This is an optimization exercise on Yosys and OpenROAD, whose aim is small area and a short achievable clock period, not a production implementation. RTL that was checked went through simulation tests only; none was proved equivalent to the original.

==> flow/design.v (excerpt) <==
module ham(data_in, data_out, clk, resetn);
input [31:0] data_in;
input clk, resetn;
output reg [33:0] data_out;
wire p1 = data_out[1];
wire p0 = data_out[0];
wire [15:0] va, vb, vn;
genvar k;
generate
  for (k = 0; k < 16; k = k + 1) begin : pr
    ham_pair pp(data_in[2*k+1], data_in[2*k], data_out[2*k+3], data_out[2*k+2],
                va[k], vb[k], vn[k]);
  end
endgenerate
wire [4:0] A, B, N;
hd_calcu_4m ca(va, A);
hd_calcu_4m cb(vb, B);
hd_calcu_4m cn(vn, N);
function cout5;
  input [4:0] u, v;
  input c;
  reg cy;
  integer j;
  begin
    cy = c;
    for (j = 0; j < 5; j = j + 1)
      cy = (u[j] & v[j]) | (u[j] & cy) | (v[j] & cy);
    cout5 = cy;
  end
endfunction
wire [4:0] a8n = ~{A[4] | A[3], ~A[3], A[2:0]};
wire [4:0] rs, rc;
genvar m;
generate
  for (m = 0; m < 5; m = m + 1) begin : rw
    ham_fa f(B[m], a8n[m], N[m], rc[m], rs[m]);
  end
endgenerate
wire ie = A[4] | (A[3] & (~p1 | A[2] | A[1] | A[0]));
wire io = B[4] | (B[3] & (~(p1 & p0) | B[2] | B[1] | B[0])) |
          (~p1 & ~p0 & B[2] & B[1] & B[0]);
wire se = N[4] | (N[3] & (p0 | ~p1 | N[2] | N[1] | N[0])) |
          (p0 & ~p1 & N[2] & N[1] & N[0]);
wire so = rc[4] | cout5(rs, {rc[3:0], 1'b0}, ~p1);
wire is = cout5(A, ~N, ~p0);
wire eo = cout5(B, ~A, ~p0);
wire sel_i = ie & io & is;
wire sel_s = ~is & se & so;
wire sel_s1, sel_s0;
ham_sel ss1(is, se, so, sel_s1);
ham_sel ss0(is, se, so, sel_s0);
  ...
==> flow/config.mk <==
export PLATFORM = sky130hd
export DESIGN_NAME = ham
export DESIGN_NICKNAME = ham
export VERILOG_FILES = /design/flow/design.v
export SDC_FILE = /design/flow/constraint.sdc
export NUM_CORES = 4
export LEC_CHECK = 0
export CAP_MARGIN = 20
export CORE_MARGIN = 2
export CORE_UTILIZATION = 70
export CTS_BUF_LIST = sky130_fd_sc_hd__clkbuf_8
export SETUP_SLACK_MARGIN = 5
export SLEW_MARGIN = 20
export SYNTH_HIERARCHICAL = 1
export SYNTH_MINIMUM_KEEP_SIZE = 0
==> flow/constraint.sdc <==
create_clock -name core_clock -period 12.5 [get_ports {clk}]
set_input_delay 2.5000 -clock core_clock [delete_from_list [all_inputs] [get_ports {clk}]]
set_output_delay 2.5000 -clock core_clock [all_outputs]
set_load 0.01 [all_outputs]
standard.sh (not shown) runs the stock make flow with config.mk's settings and CLKGATE_MAP_FILE= SYNTH_SCRIPT=/design/flow/synth_recipe.tcl, a recipe that flattens the netlist after the stock synthesis.
==> flow/flow/run.sh <==
#!/bin/bash
set -euo pipefail
export BUFFER_PORTS_ARGS="-buffer_cell sky130_fd_sc_hd__buf_1"
bash standard.sh > standard.log 2>&1
Next try:
==> flow/flow/run.sh (replaced) <==
#!/bin/bash
set -euo pipefail
export BUFFER_PORTS_ARGS="-buffer_cell sky130_fd_sc_hd__buf_1"
export CTS_ARGS="-sink_clustering_enable -repair_clock_nets -buf_list sky130_fd_sc_hd__clkbuf_8 -dont_use_dummy_load"
bash standard.sh SETUP_SLACK_MARGIN=5.5 finish > standard.log 2>&1
Settings changed: CORE_UTILIZATION 70 to 60.
Area after synthesis does not change.
First-iteration DRC count decreases by about a fifth.
Clock skew increases by 0.0044 ns.
Next try:
--- a/flow/flow/run.sh
+++ b/flow/flow/run.sh
@@ -5 +5 @@
-bash standard.sh SETUP_SLACK_MARGIN=5.5 finish > standard.log 2>&1
+bash standard.sh SETUP_SLACK_MARGIN=6.0 finish > standard.log 2>&1
Outcome: The changed run finished clean. Flip-flop and latch count stays the same. Critical path depth rises by 3. Clock-buffer cell count stays the same. First-iteration DRC count went up by 12%. Via count increases by 6.8%. Maximum frequency rose by 2.7%. Final area goes up by about 13%. Synthesized area does not change. Wire length rises by 12%.

========
## the baseline
ham, a different RTL version from the one above (not shown whole).
For scale: ~550 cells after synthesis, about 34 flip-flops, roughly 68 I/O pins, roughly 4700 um^2 of cells after synthesis.
Settings: LEC_CHECK=0, CAP_MARGIN=20, CORE_MARGIN=2, CORE_UTILIZATION=40, SETUP_SLACK_MARGIN=0, SLEW_MARGIN=20; clock period 12.5 ns.
==> flow/flow/run.sh <==
#!/bin/bash
set -euo pipefail
export BUFFER_PORTS_ARGS="-buffer_cell sky130_fd_sc_hd__buf_1"
bash standard.sh > standard.log 2>&1
The baseline finished every stage and its layout cleared the timing, DRC and antenna checks.
Changes in the candidate relative to the baseline:
- SETUP_SLACK_MARGIN now 3, was 0
==> flow/run.sh (new file) <==
#!/bin/bash
# synth_recipe.tcl (not shown) runs the flow's synth.tcl, then flattens the netlist and writes it again
# the make line also repeats each setting of config.mk as NAME=value (left out here)
make -C /OpenROAD-flow-scripts/flow DESIGN_CONFIG=/design/flow/config.mk WORK_HOME=/design/flow/orfs CLKGATE_MAP_FILE= SYNTH_SCRIPT=/design/flow/synth_recipe.tcl finish
removed: flow/flow/run.sh
removed: flow/standard.sh
Notes after the runs:
As far as number of logic inverters in the finished layout is concerned, the candidate and the baseline perform about the same.
Looking at proportion of cell area occupied by registers, the candidate sits below the baseline.
Routing usage on met2 in the candidate vs the baseline: up 0.92 points
Diff the baseline..the candidate | number of buffers inserted to repair setup after CTS | unchanged
Final hold violation count essentially unchanged between the candidate and the baseline.
Pin slew with the least headroom to its limit: the candidate vs the baseline down 0.10 ns
The candidate vs. the baseline: cell area after layout increased by 410 um^2 relative to the old numbers; wire length went down about 1.3%; setup slack lower; portion of the clock cycle consumed by the worst path in the final layout rose 2.8 points.
Every run in the comparison, the candidate and the baseline, completed the flow with a clean layout.

========
ham, a different RTL version from the one above (not shown whole).
For scale: ~530 cells after synthesis, roughly 34 flip-flops.
export LEC_CHECK = 0
export ABC_AREA = 1
export CAP_MARGIN = 20
export CORE_MARGIN = 2
export CORE_UTILIZATION = 60
export CTS_BUF_LIST = sky130_fd_sc_hd__clkbuf_8
export SETUP_SLACK_MARGIN = 5
export SLEW_MARGIN = 20
export SYNTH_HIERARCHICAL = 1
export SYNTH_MINIMUM_KEEP_SIZE = 0
create_clock -name core_clock -period 12.5 [get_ports {clk}]
==> flow/flow/run.sh <==
#!/bin/bash
set -euo pipefail
export BUFFER_PORTS_ARGS="-buffer_cell sky130_fd_sc_hd__buf_1"
bash standard.sh > standard.log 2>&1
The starting point finished clean.
Edit:
- ABC_AREA: 1 -> unset
- CTS_BUF_LIST: sky130_fd_sc_hd__clkbuf_8 -> unset
Outcome:
- cell area is higher by 6.7%
- worst setup slack degrades by 210 ps
- clock-buffer cell count is higher by 1
No functional check of the RTL was part of any run of this note.

## what the ideal ports hide
In the flow no input, the clock included, has a driving cell. The finished layouts below were timed again as built, in two steps. Step 1 (the two cells are an assumption about what drives the block):
set clk [get_ports {clk}]
set_driving_cell -lib_cell sky130_fd_sc_hd__clkbuf_16 $clk
set_driving_cell -lib_cell sky130_fd_sc_hd__buf_2 [delete_from_list [all_inputs] $clk]
Step 2, shift: input delay + t, output delay - t, t = (earliest + latest rising clock arrival at the registers) / 2. This alone moves slack from input paths to output paths. a / b / c = ideal ports / drivers / drivers and shift; a / b = the first two.
| run | t (ns) | setup slack, ns | pins driven straight from the clock port |
|---|---|---|---|
| the first run of note 1 | 0.317 | 5.332 / 5.339 / 5.022 | 1 |
| the second run of note 1 | 0.317 | 5.649 / 5.658 / 5.341 | 1 |
| the third run of note 1 | 0.313 | 5.831 / 5.816 / 5.503 | 1 |
| the baseline | 0.317 | 4.220 / 4.231 / 3.914 | 1 |
| the candidate | 0.314 | 3.876 / 3.891 / 3.578 | 1 |
| the first run of note 3 | 0.317 | 5.383 / 5.389 / 5.072 | 1 |
| the second run of note 3 | 0.315 | 5.172 / 5.179 / 4.864 | 1 |
After both steps setup and hold are still met in every run listed. The setup slack of the third run of note 1, which loses most, moves by -0.015 ns with the drivers and by -0.328 ns with both steps.
